This is an optimization exercise on Yosys and OpenROAD, whose aim is small area and a short achievable clock period, not a production implementation. Function was checked by simulation only, so behaviour that the tests miss may differ from the original. No activity file was given, so power comes from the tool's default toggle rates.

== v6 ==
==> flow/design.v <==
`timescale 1ns / 1ps
module WbBit(ls, bk, ns, nv, y);
	input [3:0] ls;       
	input [3:0] bk;       
	input ns;             
	input nv;
	output y;
	wire t0, t1;
	AOI222 u0 (.a1(ls[0]), .a2(bk[0]), .b1(ls[1]), .b2(bk[1]), .c1(ls[2]), .c2(bk[2]), .y(t0));
	AOI22  u1 (.a1(ls[3]), .a2(bk[3]), .b1(ns), .b2(nv), .y(t1));
	assign y = ~(t0 & t1);
endmodule
`timescale 1ns / 1ps
module AOI222(a1, a2, b1, b2, c1, c2, y);
	input a1, a2, b1, b2, c1, c2;
	output y;
	assign y = ~((a1 & a2) | (b1 & b2) | (c1 & c2));
endmodule
module AOI22(a1, a2, b1, b2, y);
	input a1, a2, b1, b2;
	output y;
	assign y = ~((a1 & a2) | (b1 & b2));
endmodule
module RegRead(sel, bsel, d, bd, out);
	input [31:1] sel;
	input bsel;
	input [32*32-1:32] d;      
	input [31:0] bd;
	output [31:0] out;
	genvar i, g;
	generate
		for (i = 0; i < 32; i = i + 1) begin : g_bit
			wire [10:0] t;
			for (g = 0; g < 10; g = g + 1) begin : g_aoi
				AOI222 u (.a1(sel[3*g+1]), .a2(d[32*(3*g+1)+i]),
				          .b1(sel[3*g+2]), .b2(d[32*(3*g+2)+i]),
				          .c1(sel[3*g+3]), .c2(d[32*(3*g+3)+i]), .y(t[g]));
			end
			AOI22 u31 (.a1(sel[31]), .a2(d[32*31+i]), .b1(bsel), .b2(bd[i]), .y(t[10]));
			assign out[i] = ~&t;
		end
	endgenerate
endmodule
`timescale 1ns / 1ps
module BankRead(sel, d, out);
	input [15:0] sel;
	input [127:0] d;           
	output [7:0] out;
	genvar i, g;
	generate
		for (i = 0; i < 8; i = i + 1) begin : g_bit
			wire [5:0] t;
			for (g = 0; g < 5; g = g + 1) begin : g_aoi
				AOI222 u (.a1(sel[3*g]), .a2(d[8*(3*g)+i]),
				          .b1(sel[3*g+1]), .b2(d[8*(3*g+1)+i]),
				          .c1(sel[3*g+2]), .c2(d[8*(3*g+2)+i]), .y(t[g]));
			end
			assign t[5] = ~(sel[15] & d[8*15+i]);
			assign out[i] = ~&t;
		end
	endgenerate
endmodule
`timescale 1ns / 1ps
module MAIN2(rst, CLK, imem_addr, imem_data, wb_valid, wb_rd, wb_data, SALIDA);
	input rst;
	input CLK;
	output [11:0] imem_addr;
	input [31:0] imem_data;
	output reg wb_valid;
	output reg [4:0] wb_rd;
	output reg [31:0] wb_data;
	output reg [31:0] SALIDA;
	wire [31:0] ins = imem_data;
	wire [6:0] op  = ins[6:0];
	wire [4:0] rd  = ins[11:7];
	wire [2:0] f3  = ins[14:12];
	wire [4:0] rs1 = ins[19:15];
	wire [4:0] rs2 = ins[24:20];
	wire [6:0] f7  = ins[31:25];
	wire is_r    = (op == 7'b0110011);
	wire is_i    = (op == 7'b0010011);
	wire is_ld   = (op == 7'b0000011);
	wire is_st   = (op == 7'b0100011);
	wire is_br   = (op == 7'b1100011);
	wire is_jalr = (op == 7'b1100111);
	wire is_jal  = (op == 7'b1101111);
	wire is_lui  = (op == 7'b0110111);
	wire f7_0  = (f7 == 7'b0000000);
	wire f7_20 = (f7 == 7'b0100000);
	wire r_ok   = is_r & (f7_0 | f7_20);
	wire i_add  = is_i & (f3 == 3'b000);
	wire i_xor  = is_i & (f3 == 3'b100);
	wire i_and  = is_i & (f3 == 3'b111);
	wire i_sll  = is_i & (f3 == 3'b001);
	wire i_sr   = is_i & (f3 == 3'b101) & (f7_0 | f7_20);
	wire ld_bu  = is_ld & (f3 == 3'b100);
	wire ld_w   = is_ld & (f3 == 3'b010);
	wire st_w   = is_st & (f3 == 3'b010);
	wire st_b   = is_st & (f3 == 3'b000);
	wire wen = r_ok | i_add | i_xor | i_and | i_sll | i_sr | ld_bu | ld_w |
	           is_jal | is_jalr | is_lui;
	reg [32*32-1:32] rf;       
	genvar r;
	generate
		for (r = 1; r < 32; r = r + 1) begin : g_rf
			always @(posedge CLK)
				if (wb_valid && wb_rd == r) rf[32*r +: 32] <= wb_data;
		end
	endgenerate
	wire [31:1] pend, sel1, sel2;
	wire [3:0] lo1, lo2;
	wire [7:0] hi1, hi2;
	genvar q;
	generate
		for (q = 0; q < 4; q = q + 1) begin : g_lo
			assign lo1[q] = (rs1[1:0] == q);
			assign lo2[q] = (rs2[1:0] == q);
		end
		for (q = 0; q < 8; q = q + 1) begin : g_hi
			assign hi1[q] = (rs1[4:2] == q);
			assign hi2[q] = (rs2[4:2] == q);
		end
		for (r = 1; r < 32; r = r + 1) begin : g_sel
			assign pend[r] = wb_valid & (wb_rd == r);
			assign sel1[r] = lo1[r % 4] & hi1[r / 4] & ~pend[r];
			assign sel2[r] = lo2[r % 4] & hi2[r / 4] & ~pend[r];
		end
	endgenerate
	wire byp1 = wb_valid & (wb_rd == rs1) & (rs1 != 5'd0);
	wire byp2 = wb_valid & (wb_rd == rs2) & (rs2 != 5'd0);
	wire [31:0] a, b;
	RegRead rp1 (.sel(sel1), .bsel(byp1), .d(rf), .bd(wb_data), .out(a));
	RegRead rp2 (.sel(sel2), .bsel(byp2), .d(rf), .bd(wb_data), .out(b));
	wire [31:0] imm_i = {{20{ins[31]}}, ins[31:20]};
	wire [31:0] imm_s = {{20{ins[31]}}, ins[31:25], ins[11:7]};
	wire sub = is_r & f7_20;
	wire [31:0] opb = is_r ? (sub ? ~b : b) : imm_i;
	wire [31:0] sum = a + opb + {31'd0, sub};      
	wire [31:0] xo  = a ^ imm_i;
	wire [31:0] an  = a & imm_i;
	wire [4:0] sh = ins[24:20];
	wire [31:0] arev, srev;
	generate
		for (q = 0; q < 32; q = q + 1) begin : g_rev
			assign arev[q] = a[31-q];
			assign srev[q] = shr[31-q];
		end
	endgenerate
	wire left = ~f3[2];
	wire [31:0] shin = left ? arev : a;
	wire [31:0] shr = $signed({~left & f7[5] & a[31], shin}) >>> sh;
	wire [31:0] shv = left ? srev : shr;
	reg [511:0] mem;           
	wire [5:0] m = is_st ? {ins[25], ins[11:7]} : ins[25:20];
	wire [2:0] s2 = a[1:0] + m[1:0];
	wire [1:0] o = s2[1:0];
	wire [5:2] x = a[5:2] ^ m[5:2];
	wire [5:2] g = a[5:2] & m[5:2];
	wire [5:2] p = a[5:2] | m[5:2];
	wire [15:0] e;
	genvar j, k;
	generate
		for (k = 0; k < 16; k = k + 1) begin : g_row
			localparam [3:0] K = k;
			assign e[k] = ((x[2] ^ K[0]) == s2[2]) &
			              ((x[3] ^ K[1]) == (K[0] ? g[2] : p[2])) &
			              ((x[4] ^ K[2]) == (K[1] ? g[3] : p[3])) &
			              ((x[5] ^ K[3]) == (K[2] ? g[4] : p[4]));
		end
	endgenerate
	wire [63:0] msel;          
	wire [31:0] bo;            
	wire [31:0] wr;
	wire [63:0] b2 = {b, b};
	assign wr = b2[(6'd32 - {o, 3'b000}) +: 32];    
	wire gpio_hit;
	generate
		for (j = 0; j < 4; j = j + 1) begin : g_bank
			wire nxt = (o > j);
			assign msel[16*j +: 16] = nxt ? {e[14:0], e[15]} : e;
			wire bwe = ~rst & ~gpio_hit & (st_w | (st_b & (o == j)));
			for (k = 0; k < 16; k = k + 1) begin : g_wr
				always @(posedge CLK)
					if (bwe && msel[16*j+k]) mem[8*(4*k+j) +: 8] <= wr[8*j +: 8];
			end
			wire [127:0] bank;
			for (k = 0; k < 16; k = k + 1) begin : g_bk
				assign bank[8*k +: 8] = mem[8*(4*k+j) +: 8];
			end
			BankRead br (.sel(msel[16*j +: 16]), .d(bank), .out(bo[8*j +: 8]));
		end
	endgenerate
	wire [15:0] lsel;          
	genvar i, t;
	generate
		for (i = 0; i < 4; i = i + 1) begin : g_lane
			for (t = 0; t < 4; t = t + 1) begin : g_ls
				assign lsel[4*i+t] = is_ld & (o == ((t - i) & 3)) & ((i == 0) | ~ld_bu);
			end
		end
	endgenerate
	localparam [31:0] GPIO_ADDR = 32'h0000ABCD;
	wire [31:0] need_c = a ^ imm_s ^ GPIO_ADDR;
	wire [31:0] gen_c  = {(GPIO_ADDR[30:0] & a[30:0] & imm_s[30:0]) |
	                      (~GPIO_ADDR[30:0] & (a[30:0] | imm_s[30:0])), 1'b0};
	assign gpio_hit = (need_c == gen_c);
	always @(posedge CLK) begin
		if (rst) SALIDA <= 32'd0;
		else if ((st_w | st_b) & gpio_hit) SALIDA <= b;
	end
	reg [11:0] pc;
	assign imem_addr = pc;
	wire [11:0] pc4 = pc + 12'd4;
	wire taken = is_jal | (is_br & (a != b));
	wire [9:0] joff = is_jal ? {ins[20], ins[30:22]} : {ins[7], ins[30:25], ins[11:9]};
	wire [11:0] target = pc + {joff, 2'b00};
	wire [11:0] npc = is_jalr ? {sum[11:2], 2'b00} : taken ? target : pc4;
	always @(posedge CLK) begin
		if (rst) pc <= 12'd0;
		else pc <= npc;
	end
	reg [31:0] other;          
	always @* begin
		other = sum;
		if (is_lui) other = {ins[31:12], 12'd0};
		else if (is_jal | is_jalr) other = {20'd0, pc4};
		else if (i_xor) other = xo;
		else if (i_and) other = an;
		else if (i_sll | i_sr) other = shv;
	end
	wire [31:0] wdata;
	generate
		for (i = 0; i < 32; i = i + 1) begin : g_wb
			WbBit u (.ls(lsel[4*(i / 8) +: 4]),
			         .bk({bo[24 + i % 8], bo[16 + i % 8], bo[8 + i % 8], bo[i % 8]}),
			         .ns(~is_ld), .nv(other[i]), .y(wdata[i]));
		end
	endgenerate
	always @(posedge CLK) begin
		if (rst) wb_valid <= 1'b0;
		else wb_valid <= wen & (rd != 5'd0);
		wb_rd <= rd;
		wb_data <= wdata;
	end
endmodule
==> flow/config.mk <==
export PLATFORM = sky130hd
export DESIGN_NAME = MAIN2
export DESIGN_NICKNAME = MAIN2
export VERILOG_FILES = /design/flow/design.v
export SDC_FILE = /design/flow/constraint.sdc
export NUM_CORES = 4
export LEC_CHECK = 0
export CAP_MARGIN = 20
export CORE_MARGIN = 2
export CORE_UTILIZATION = 50
export CTS_CLUSTER_DIAMETER = 80
export CTS_CLUSTER_SIZE = 25
export SETUP_SLACK_MARGIN = 5
export SLEW_MARGIN = 20
export SYNTH_HIERARCHICAL = 1
export SYNTH_MINIMUM_KEEP_SIZE = 0
==> flow/constraint.sdc <==
create_clock -name core_clock -period 14.0 [get_ports {CLK}]
set_input_delay 2.8000 -clock core_clock [delete_from_list [all_inputs] [get_ports {CLK}]]
set_output_delay 2.8000 -clock core_clock [all_outputs]
set_load 0.01 [all_outputs]
run.sh (not shown) runs the stock make flow with config.mk's settings and CLKGATE_MAP_FILE= SYNTH_SCRIPT=/design/flow/synth_recipe.tcl, a recipe that flattens the netlist after the stock synthesis.
v6 | stages: all done | timing, DRC, antenna: all pass
[inputs] v7 vs v6
Settings: swapping 25 for 30 in CTS_CLUSTER_SIZE; swapping 80 for 100 in CTS_CLUSTER_DIAMETER; swapping 50 for 30 in CORE_UTILIZATION.
==> flow/flow/run.sh (new file) <==
#!/bin/bash
set -euo pipefail
bash standard.sh MATCH_CELL_FOOTPRINT=0 SETUP_SLACK_MARGIN=7 finish > standard.log 2>&1
==> flow/standard.sh (new file) <==
#!/bin/bash
# synth_recipe.tcl (not shown) runs the flow's synth.tcl, then flattens the netlist and writes it again
# the make line also repeats each setting of config.mk as NAME=value (left out here)
make -C /OpenROAD-flow-scripts/flow DESIGN_CONFIG=/design/flow/config.mk WORK_HOME=/design/flow/orfs CLKGATE_MAP_FILE= SYNTH_SCRIPT=/design/flow/synth_recipe.tcl "${@:-finish}"
removed: flow/run.sh
Notes after the runs:
- v7 has completed all stages; timing, DRC and antenna checks passed.
- Filler cell count in the final layout is lower on v6
- v7 against v6: met2 track demand over resource in global routing -21 points; core footprint +about 70%; clock group share of total power -3.2 points.
- Sort v6 and v7 by core utilization, ascending, and v7 comes first.
- Changes observed in v7 relative to v6: critical path depth saw an increase; proportion of cell area spent on the clock network saw a decrease; detailed router's first-iteration violation count saw a decrease; power saw an increase.

---

main:
MAIN2, a different RTL version from the one above (not shown whole).
Size: about 1,700 flip-flops, roughly 120 I/O pins, ~74,000 sq um of cells after synthesis.
export LEC_CHECK = 0
export CAP_MARGIN = 20
export CORE_MARGIN = 2
export CORE_UTILIZATION = 55
export CTS_CLUSTER_DIAMETER = 80
export CTS_CLUSTER_SIZE = 25
export SETUP_SLACK_MARGIN = 5
export SLEW_MARGIN = 20
export SYNTH_HIERARCHICAL = 1
export SYNTH_MINIMUM_KEEP_SIZE = 0
create_clock -name core_clock -period 14.0 [get_ports {CLK}]
standard.sh (not shown) runs the stock make flow with config.mk's settings and CLKGATE_MAP_FILE= SYNTH_SCRIPT=/design/flow/synth_recipe.tcl, a recipe that flattens the netlist after the stock synthesis.
==> flow/flow/run.sh <==
#!/bin/bash
set -euo pipefail
bash standard.sh MATCH_CELL_FOOTPRINT=0 SETUP_SLACK_MARGIN=6 finish > standard.log 2>&1
main reached the final stage; the timing, design-rule and antenna checks on its layout passed.
Modified inputs, the feature branch compared to main
==> flow/flow/run.sh <==
#!/bin/bash
set -euo pipefail
bash standard.sh MATCH_CELL_FOOTPRINT=0 SETUP_SLACK_MARGIN=6.5 finish > standard.log 2>&1
### Flow results
The feature branch vs. main: maximum number of pins on one net before global-route repair lower; global-route usage higher; per-cell via count in the routed design higher. Minimum clock period down 310 ps in the feature branch wrt main. In the feature branch relative to main, number of buffers inserted during clock tree synthesis had gone up slightly. When the final numbers for the feature branch and main were put side by side, the growth of design area from synthesis to finish turned out to be greater in the feature branch. Worst setup slack: the feature branch > main. Looking at the reports, the feature branch completed the entire flow and the layout it produced met the timing, design-rule and antenna checks.

---

## MS
MAIN2 again, from the RTL that the note above started with.
==> flow/config.mk <==
export PLATFORM = sky130hd
export DESIGN_NAME = MAIN2
export DESIGN_NICKNAME = MAIN2
export VERILOG_FILES = /design/flow/design.v
export SDC_FILE = /design/flow/constraint.sdc
export NUM_CORES = 4
export LEC_CHECK = 0
export CAP_MARGIN = 20
export CORE_MARGIN = 2
export CORE_UTILIZATION = 55
export CTS_CLUSTER_DIAMETER = 80
export CTS_CLUSTER_SIZE = 25
export SETUP_SLACK_MARGIN = 5
export SLEW_MARGIN = 20
export SYNTH_HIERARCHICAL = 1
export SYNTH_MINIMUM_KEEP_SIZE = 0
==> flow/constraint.sdc <==
create_clock -name core_clock -period 14.0 [get_ports {CLK}]
set_input_delay 2.8000 -clock core_clock [delete_from_list [all_inputs] [get_ports {CLK}]]
set_output_delay 2.8000 -clock core_clock [all_outputs]
set_load 0.01 [all_outputs]
==> flow/flow/run.sh <==
#!/bin/bash
set -euo pipefail
bash standard.sh MATCH_CELL_FOOTPRINT=0 SETUP_SLACK_MARGIN=7 finish > standard.log 2>&1
Looking at the reports, MS completed the entire flow and the layout it produced met the timing, design-rule and antenna checks.
The following lists how PW was set up differently from MS:
==> flow/flow/run.sh <==
#!/bin/bash
set -euo pipefail
bash standard.sh MATCH_CELL_FOOTPRINT=0 SETUP_SLACK_MARGIN=7.5 finish > standard.log 2>&1
[summary]
Looking only at final period utilization, and setting everything else aside, the higher value of PW and MS goes to MS.
Going from MS to PW, routed length on met2 climbed 3600 um, global-route usage grew by 2.5 points, clock group share of total power has decreased.
PW vs. MS: detailed-route wire length on metal 1 increased 1.7%, combinational share of power +2.6 points, post-layout minimum cycle time fell 0.059 ns, number of multi-input combinational cells held steady, wire length of the first global-routing pass climbed 5.2%.

## re-timing with driven ports
Ports are ideal in the flow. The routed layouts listed here were re-timed in OpenROAD.
Step 1 (the two cells are an assumption about what drives the block):
set clk [get_ports {CLK}]
set_driving_cell -lib_cell sky130_fd_sc_hd__clkbuf_16 $clk
set_driving_cell -lib_cell sky130_fd_sc_hd__buf_2 [delete_from_list [all_inputs] $clk]
Step 2 moves the port delays by t, midway between the first and last clock arrival at a register: inputs arrive t later, outputs are due t later. That takes back most of the time a late clock gives input paths.
a / b / c = no drivers / after step 1 / after step 2; a / b = the first two.
| run | t (ns) | slack for setup (ns) | worst register clock-pin slew, ns | cell pins on the clock port's net |
|---|---|---|---|---|
| v6 | 0.811 | 4.970 / 4.950 / 4.139 | 0.11 / 0.11 | 1 |
| v7 | 0.856 | 6.391 / 6.384 / 5.528 | 0.12 / 0.12 | 1 |
| main | 0.818 | 6.138 / 6.195 / 5.377 | 0.10 / 0.10 | 1 |
| the feature branch | 0.822 | 6.447 / 6.396 / 5.575 | 0.10 / 0.10 | 1 |
| MS | 0.829 | 6.749 / 6.709 / 5.880 | 0.10 / 0.10 | 1 |
| PW | 0.831 | 6.807 / 6.639 / 5.808 | 0.11 / 0.11 | 1 |
After both steps setup and hold are still met in every run listed. The setup slack of PW, which loses most, moves by -0.168 ns with the drivers and by -0.999 ns with both steps.
